This design comes from an exercise in tuning for small area on the open sky130 flow, not from production work. The RTL was checked by simulation tests, not by an equivalence proof against the original design. The flow treats the clock pin as an ideal source, which a real chip does not have. Power figures rest on the tool's default switching activity, not on a simulated workload.

==> module UART_Tx, before the edit <==
module UART_Tx(TransmittedSerialData,DoneTx,DataIn,CLK_Baudin,RstTx,NewData,Flag_in);
	localparam size = 32;
	input [size-1:0] DataIn;
	input CLK_Baudin, RstTx, NewData;
	input Flag_in;
	output TransmittedSerialData;
	output DoneTx;
	localparam [5:0] ST_IDLE  = 6'd0;
	localparam [5:0] ST_FIRST = 6'd3;    
	reg [5:0] counter;
	reg [36:0] ring;
	wire idle = ({counter[3], counter[2], counter[1], counter[0]} == 4'b0000);
	wire pend = ({counter[3], counter[2], counter[1], counter[0]} == 4'b0001);
	wire last = ({counter[3], counter[2], counter[1], counter[0]} == 4'b1000);
	wire inj  = ({counter[5], counter[4], counter[1], counter[0]} == 4'b0010);
	wire load = idle & NewData;
	wire Parity;
	paritygen parity1(.ip(ring[1]), .clk(CLK_Baudin), .rst(RstTx), .clr(load | pend),
	                  .hold(idle), .set(last), .setval(!Flag_in), .parity(Parity));
	always @(posedge CLK_Baudin or posedge RstTx) begin
		if (RstTx)
			counter <= ST_IDLE;
		else if (load | pend)
			counter <= ST_FIRST;
		else if (last & !Flag_in)
			counter <= ST_IDLE;
		else
			counter <= {counter[4:0], counter[5] ^ counter[0]};
	end
	localparam [36:0] INV = 37'h2_AAAA_AAA8;
	wire [36:0] ring_v = ring ^ INV;    
	always @(posedge CLK_Baudin) begin
		ring[36]    <= load | ring[0];
		ring[35:34] <= ring[36:35];
		ring[33:2]  <= (load ? DataIn : ring_v[34:3]) ^ INV[33:2];
		ring[1]     <= load ? 1'b0 : inj ? Parity : ring_v[2];
		ring[0]     <= load ? 1'b1 : inj ? Parity : ring[1];
	end
	assign TransmittedSerialData = ring[0] | idle;
	assign DoneTx = idle & Parity;
endmodule
==> module UART_Rx, before the edit <==
module UART_Rx(DataOut, DoneRx, SerialInputData, CLK_Baudin, RstRx, Flag_Rx, DoneTx);
	parameter size = 32;
	input SerialInputData;
	input CLK_Baudin, RstRx;
	input DoneTx;  
	output [size-1:0] DataOut;
	output DoneRx;
	output Flag_Rx;
	localparam [5:0] ST_IDLE  = 6'd0;
	localparam [5:0] ST_FIRST = 6'd9;
	reg count0, count1, count2, count3, count4, count5;
	wire [5:0] counter = {count5, count4, count3, count2, count1, count0};
	reg [size+1:0] shift_reg;
	reg good;
	wire idle  = ({counter[5], counter[2], counter[1], counter[0]} == 4'b0000);
	wire check = ({counter[3], counter[2], counter[1], counter[0]} == 4'b0100);
	always @(posedge CLK_Baudin or posedge RstRx) begin
		if (RstRx) begin
			good <= 1'b0;
		end else begin
			if (idle)
				good <= !SerialInputData;
			else if (!check)
				good <= good ^ SerialInputData;
		end
	end
	reg [5:0] counter_next;
	always @* begin
		if (idle)
			counter_next = SerialInputData ? ST_IDLE : ST_FIRST;
		else if (check)
			counter_next = ST_IDLE;
		else
			counter_next = {counter[4:0], counter[5] ^ counter[4]};
	end
	always @(posedge CLK_Baudin or posedge RstRx)
		if (RstRx) count0 <= 1'b0;
		else count0 <= counter_next[0];
	always @(posedge CLK_Baudin or posedge RstRx)
		if (RstRx) count1 <= 1'b0;
		else count1 <= counter_next[1];
	always @(posedge CLK_Baudin or posedge RstRx)
		if (RstRx) count2 <= 1'b0;
		else count2 <= counter_next[2];
	always @(posedge CLK_Baudin)
		count3 <= counter_next[3];
	always @(posedge CLK_Baudin)
		count4 <= counter_next[4];
	always @(posedge CLK_Baudin or posedge RstRx)
		if (RstRx) count5 <= 1'b0;
		else count5 <= counter_next[5];
	always @(posedge CLK_Baudin)
		shift_reg <= {SerialInputData, shift_reg[size+1:1]};
	assign DataOut = shift_reg[size-1:0];
	assign Flag_Rx = check & !good;
	assign DoneRx = idle & good;
endmodule
Settings: LEC_CHECK=0, CAP_MARGIN=20, CORE_MARGIN=2, CORE_UTILIZATION=70, PLACE_DENSITY=0.8, SLEW_MARGIN=20; clock period 5.0 ns.
standard.sh (not shown) runs the stock make flow with config.mk's settings and CLKGATE_MAP_FILE= SYNTH_SCRIPT=/design/flow/synth_recipe.tcl, a recipe that flattens the netlist after the stock synthesis.
==> flow/flow/run.sh <==
#!/bin/bash
# The standard ORFS layout (the standard.sh, standard synthesis included),
# with the capture muxes swapped for a22o cells and the rest of the logic
# remapped for area by OpenROAD's restructure (flow/pre_floorplan.tcl,
# flow/post_floorplan.tcl),
# smaller port buffers, cells sized down after placement, and a small
# hand-built two-level clock tree (flow/pre_cts.tcl). Each ORFS step logs to
# orfs/logs/; make's own output goes to flow_make.log.
set -euo pipefail
python3 flow/filt_lib.py "$FLOW_HOME/platforms/sky130hd/lib/sky130_fd_sc_hd__tt_025C_1v80.lib" \
  "$PWD/rmp.lib" > filt_lib.log 2>&1
bash standard.sh \
  "RMP_LIB=$PWD/rmp.lib" \
  "BUFFER_PORTS_ARGS=-buffer_cell sky130_fd_sc_hd__buf_1" \
  "POST_RESIZE_TCL=$PWD/flow/post_resize.tcl" \
  "PRE_FLOORPLAN_TCL=$PWD/flow/pre_floorplan.tcl" \
  "POST_FLOORPLAN_TCL=$PWD/flow/post_floorplan.tcl" \
  "PRE_CTS_TCL=$PWD/flow/pre_cts.tcl" \
  "CTS_ARGS=-clk_nets clk -sink_clustering_enable -dont_use_dummy_load -buf_list sky130_fd_sc_hd__clkbuf_8" \
  finish > flow_make.log 2>&1
Other scripts of this flow, unchanged in this note and not shown: flow/flow/filt_lib.py, flow/flow/mtree.tcl, flow/flow/post_floorplan.tcl, flow/flow/post_resize.tcl, flow/flow/pre_cts.tcl, flow/flow/pre_floorplan.tcl
==> next run, changes <==
==> flow/design.v (replaced) <==
module paritygen(ip, clk, rst, clr, hold, set, setval, parity);
	input ip, clk, rst, clr, hold, set, setval;
	output reg parity;
	always @(posedge clk or posedge rst)
		if (rst)
			parity <= 1'b0;
		else if (clr)
			parity <= 1'b0;
		else if (set)
			parity <= setval;
		else if (!hold)
			parity <= parity ^ ip;
endmodule
module UART_Tx(TransmittedSerialData,DoneTx,DataIn,CLK_Baudin,RstTx,NewData,Flag_in);
	localparam size = 32;
	input [size-1:0] DataIn;
	input CLK_Baudin, RstTx, NewData;
	input Flag_in;
	output TransmittedSerialData;
	output DoneTx;
	localparam [5:0] ST_IDLE  = 6'd0;
	localparam [5:0] ST_FIRST = 6'd1;    
	reg [5:0] counter;
	reg [36:0] ring;
	wire idle = (counter[3:0] == 4'b0000);
	wire pend = (counter[3:0] == 4'b1000);
	wire last = ({counter[5], counter[2:0]} == 4'b0100);
	wire inj  = ({counter[5:3], counter[0]} == 4'b1001);
	wire load = idle & NewData;
	wire Parity;
	paritygen parity1(.ip(ring[1]), .clk(CLK_Baudin), .rst(RstTx), .clr(load | pend),
	                  .hold(idle), .set(last), .setval(!Flag_in), .parity(Parity));
	always @(posedge CLK_Baudin or posedge RstTx) begin
		if (RstTx)
			counter <= ST_IDLE;
		else if (load | pend)
			counter <= ST_FIRST;
		else if (last & !Flag_in)
			counter <= ST_IDLE;
		else
			counter <= {counter[4:0], counter[5] ^ counter[0]};
	end
	always @(posedge CLK_Baudin) begin
		ring[36]    <= load | ring[0];
		ring[35:34] <= ring[36:35];
		ring[33:2]  <= load ? DataIn : ring[34:3];
		ring[1]     <= load ? 1'b0 : inj ? Parity : ring[2];
		ring[0]     <= load ? 1'b1 : inj ? Parity : ring[1];
	end
	assign TransmittedSerialData = ring[0] | idle;
	assign DoneTx = idle & Parity;
endmodule
module UART_Rx(DataOut, DoneRx, SerialInputData, CLK_Baudin, RstRx, Flag_Rx, DoneTx);
	parameter size = 32;
	input SerialInputData;
	input CLK_Baudin, RstRx;
	input DoneTx;  
	output [size-1:0] DataOut;
	output DoneRx;
	output Flag_Rx;
	localparam [5:0] ST_IDLE  = 6'd0;
	localparam [5:0] ST_FIRST = 6'd1;
	reg [5:0] counter;
	reg [size+1:0] shift_reg;
	reg good;
	wire idle  = (counter[2:0] == 3'b000);
	wire check = ({counter[5:3], counter[0]} == 4'b1001);
	always @(posedge CLK_Baudin or posedge RstRx) begin
		if (RstRx) begin
			counter <= ST_IDLE;
			good <= 1'b0;
		end else begin
			if (idle)
				counter <= SerialInputData ? ST_IDLE : ST_FIRST;
			else if (check)
				counter <= ST_IDLE;
			else
				counter <= {counter[4:0], counter[5] ^ counter[0]};
			if (idle)
				good <= !SerialInputData;
			else if (!check)
				good <= good ^ SerialInputData;
		end
	end
	always @(posedge CLK_Baudin)
		shift_reg <= {SerialInputData, shift_reg[size+1:1]};
	assign DataOut = shift_reg[size-1:0];
	assign Flag_Rx = check & !good;
	assign DoneRx = idle & good;
endmodule
module uart_txrx (
    input  wire        clk,        
    input  wire        rst,        
    input  wire [31:0] tx_data,    
    input  wire        tx_start,   
    input  wire        tx_retry,   
    output wire        txd,        
    output wire        tx_done,    
    input  wire        rxd,        
    output wire [31:0] rx_data,    
    output wire        rx_done,    
    output wire        rx_error    
);
    UART_Tx u_tx (
        .TransmittedSerialData(txd),
        .DoneTx(tx_done),
        .DataIn(tx_data),
        .CLK_Baudin(clk),
        .RstTx(rst),
        .NewData(tx_start),
        .Flag_in(tx_retry)
    );
    UART_Rx u_rx (
        .DataOut(rx_data),
        .DoneRx(rx_done),
        .SerialInputData(rxd),
        .CLK_Baudin(clk),
        .RstRx(rst),
        .Flag_Rx(rx_error),
        .DoneTx(tx_done)
    );
endmodule
Routed wire length grows by 8.1%.
Via count rises by 0.85%.
Synthesized cell count shrinks by 9.6%.
Register-to-register slack is worse by 600 ps.
Critical path depth does not change.
Clock power stays flat.
Design area increases by 2.7%.
Setup slack gains 29 ps.
Fmax went up by 0.99%.
Cell count came out lower by 2.0%.
Utilization increases by 2.5 points.


Another version of the RTL of uart_txrx (not shown whole).
For scale: roughly 200 cells after synthesis, ~73 I/O pins.
==> module paritygen, before the edit <==
module paritygen(ip, clk, clr, parity);
	input ip, clk, clr;
	output reg parity;
	always @(posedge clk)
		parity <= !clr & (parity ^ ip);
endmodule
==> module UART_Tx, before the edit <==
module UART_Tx(TransmittedSerialData,DoneTx,DataIn,CLK_Baudin,RstTx,NewData,Flag_in);
	localparam size = 32;
	input [size-1:0] DataIn;
	input CLK_Baudin, RstTx, NewData;
	input Flag_in;
	output TransmittedSerialData;
	output reg DoneTx;
	localparam [5:0] ST_IDLE  = 6'd0;
	localparam [5:0] ST_FIRST = 6'd1;    
	reg [5:0] counter;
	reg [36:0] ring;
	wire idle = (counter[3:0] == 4'b0000);
	wire pend = (counter[3:0] == 4'b1000);
	wire last = ({counter[5], counter[2:0]} == 4'b0100);
	wire inj  = ({counter[5:3], counter[0]} == 4'b1001);
	wire load = idle & NewData;
	wire Parity;
	paritygen parity1(.ip(ring[1]), .clk(CLK_Baudin), .clr(idle | pend), .parity(Parity));
	always @(posedge CLK_Baudin or posedge RstTx) begin
		if (RstTx) begin
			counter <= ST_IDLE;
			DoneTx <= 1'b0;
		end else begin
			if (load | pend)
				counter <= ST_FIRST;
			else if (last & !Flag_in)
				counter <= ST_IDLE;
			else
				counter <= {counter[4:0], counter[5] ^ counter[0]};
			if (load)
				DoneTx <= 1'b0;
			else if (last)
				DoneTx <= !Flag_in;
		end
	end
	always @(posedge CLK_Baudin) begin
		ring[36]    <= load | ring[0];
		ring[35:34] <= ring[36:35];
		ring[33:2]  <= load ? DataIn : ring[34:3];
		ring[1]     <= load ? 1'b0 : inj ? Parity : ring[2];
		ring[0]     <= load ? 1'b1 : inj ? Parity : ring[1];
	end
	assign TransmittedSerialData = ring[0] | idle;
endmodule
export LEC_CHECK = 0
export CAP_MARGIN = 20
export CORE_MARGIN = 2
export CORE_UTILIZATION = 40
export PLACE_DENSITY = 0.6
export SLEW_MARGIN = 20
create_clock -name core_clock -period 5.0 [get_ports {clk}]
==> flow/flow/run.sh <==
#!/bin/bash
# The standard ORFS layout (the standard.sh, standard synthesis included),
# with smaller port buffers, cells sized down after placement, and a small
# hand-built two-level clock tree (flow/pre_cts.tcl). Each ORFS step logs to
# orfs/logs/; make's own output goes to flow_make.log.
set -euo pipefail
bash standard.sh \
  "BUFFER_PORTS_ARGS=-buffer_cell sky130_fd_sc_hd__buf_1" \
  "POST_RESIZE_TCL=$PWD/flow/post_resize.tcl" \
  "PRE_CTS_TCL=$PWD/flow/pre_cts.tcl" \
  "CTS_ARGS=-clk_nets clk -sink_clustering_enable -dont_use_dummy_load -buf_list sky130_fd_sc_hd__clkbuf_8" \
  finish > flow_make.log 2>&1
Other scripts of this flow, unchanged in this note and not shown: flow/flow/mtree.tcl, flow/flow/post_resize.tcl, flow/flow/pre_cts.tcl
==> next run, changes <==
--- a/flow/design.v
+++ b/flow/design.v
@@ -1,17 +1,24 @@
-module paritygen(ip, clk, clr, parity);
-	input ip, clk, clr;
+module paritygen(ip, clk, rst, clr, hold, set, setval, parity);
+	input ip, clk, rst, clr, hold, set, setval;
 	output reg parity;
-	always @(posedge clk)
-		parity <= !clr & (parity ^ ip);
+	always @(posedge clk or posedge rst)
+		if (rst)
+			parity <= 1'b0;
+		else if (clr)
+			parity <= 1'b0;
+		else if (set)
+			parity <= setval;
+		else if (!hold)
+			parity <= parity ^ ip;
 endmodule
 module UART_Tx(TransmittedSerialData,DoneTx,DataIn,CLK_Baudin,RstTx,NewData,Flag_in);
 	localparam size = 32;
 	input [size-1:0] DataIn;
 	input CLK_Baudin, RstTx, NewData;
 	input Flag_in;
 	output TransmittedSerialData;
-	output reg DoneTx;
+	output DoneTx;
 	localparam [5:0] ST_IDLE  = 6'd0;
 	localparam [5:0] ST_FIRST = 6'd1;    
 	reg [5:0] counter;
 	reg [36:0] ring;
@@ -20,25 +27,19 @@
 	wire last = ({counter[5], counter[2:0]} == 4'b0100);
 	wire inj  = ({counter[5:3], counter[0]} == 4'b1001);
 	wire load = idle & NewData;
 	wire Parity;
-	paritygen parity1(.ip(ring[1]), .clk(CLK_Baudin), .clr(idle | pend), .parity(Parity));
+	paritygen parity1(.ip(ring[1]), .clk(CLK_Baudin), .rst(RstTx), .clr(load | pend),
+	                  .hold(idle), .set(last), .setval(!Flag_in), .parity(Parity));
 	always @(posedge CLK_Baudin or posedge RstTx) begin
-		if (RstTx) begin
+		if (RstTx)
 			counter <= ST_IDLE;
-			DoneTx <= 1'b0;
-		end else begin
-			if (load | pend)
-				counter <= ST_FIRST;
-			else if (last & !Flag_in)
-				counter <= ST_IDLE;
-			else
-				counter <= {counter[4:0], counter[5] ^ counter[0]};
-			if (load)
-				DoneTx <= 1'b0;
-			else if (last)
-				DoneTx <= !Flag_in;
-		end
+		else if (load | pend)
+			counter <= ST_FIRST;
+		else if (last & !Flag_in)
+			counter <= ST_IDLE;
+		else
+			counter <= {counter[4:0], counter[5] ^ counter[0]};
 	end
 	always @(posedge CLK_Baudin) begin
 		ring[36]    <= load | ring[0];
 		ring[35:34] <= ring[36:35];
@@ -46,8 +47,9 @@
 		ring[1]     <= load ? 1'b0 : inj ? Parity : ring[2];
 		ring[0]     <= load ? 1'b1 : inj ? Parity : ring[1];
 	end
 	assign TransmittedSerialData = ring[0] | idle;
+	assign DoneTx = idle & Parity;
 endmodule
 module UART_Rx(DataOut, DoneRx, SerialInputData, CLK_Baudin, RstRx, Flag_Rx, DoneTx);
 	parameter size = 32;
 	input SerialInputData;
=> The changed run completed without violations. Die area is about the same. Clock skew is about the same. Global-route usage shrinks by 0.14 points. Total power shrinks by 9.4%. Routed wire length goes down by 4.1%. Cell count increases by 0.59%. Setup slack improved by 0.026 ns. Sequential share of layout area shrinks by 0.87 points. Area after synthesis is about the same. Combinational power drops by 10%. First-iteration DRC count is lower by 52%. Maximum frequency rose by 0.95%.

[separate check: timing with driven ports]
How much do the figures lean on ideal ports? The routed layouts below were timed once more, with nothing changed but the port constraints.
Step 1 sets driving cells, clkbuf_16 on the clock port and buf_2 on the other inputs (assumed; they add their load-dependent delay and slew).
Step 2 adds t to the input delays and takes it off the output delays; t is the mean of the earliest and latest rising clock arrival at the registers after step 1. Input paths then give back, and output paths get back, about the clock's delay inside the block.
Three values: no drivers, after step 1, after step 2; two values: the first two.
| run | t, ns | slack for setup (ns) | worst slew at a driven data input, ns |
|---|---|---|---|
| the first run of note 1 | 0.470 | 2.085 / 2.063 / 2.455 | 0.04 |
| the second run of note 1 | 0.452 | 2.114 / 2.087 / 1.837 | 0.05 |
| the first run of note 2 | 0.500 | 2.221 / 2.195 / 2.672 | 0.04 |
| the second run of note 2 | 0.556 | 2.247 / 2.222 / 2.501 | 0.04 |
After both steps setup and hold are still met in every run listed. For the second run of note 1, which loses most, drivers alone change the setup slack by -0.027 ns; drivers and shift together by -0.277 ns.
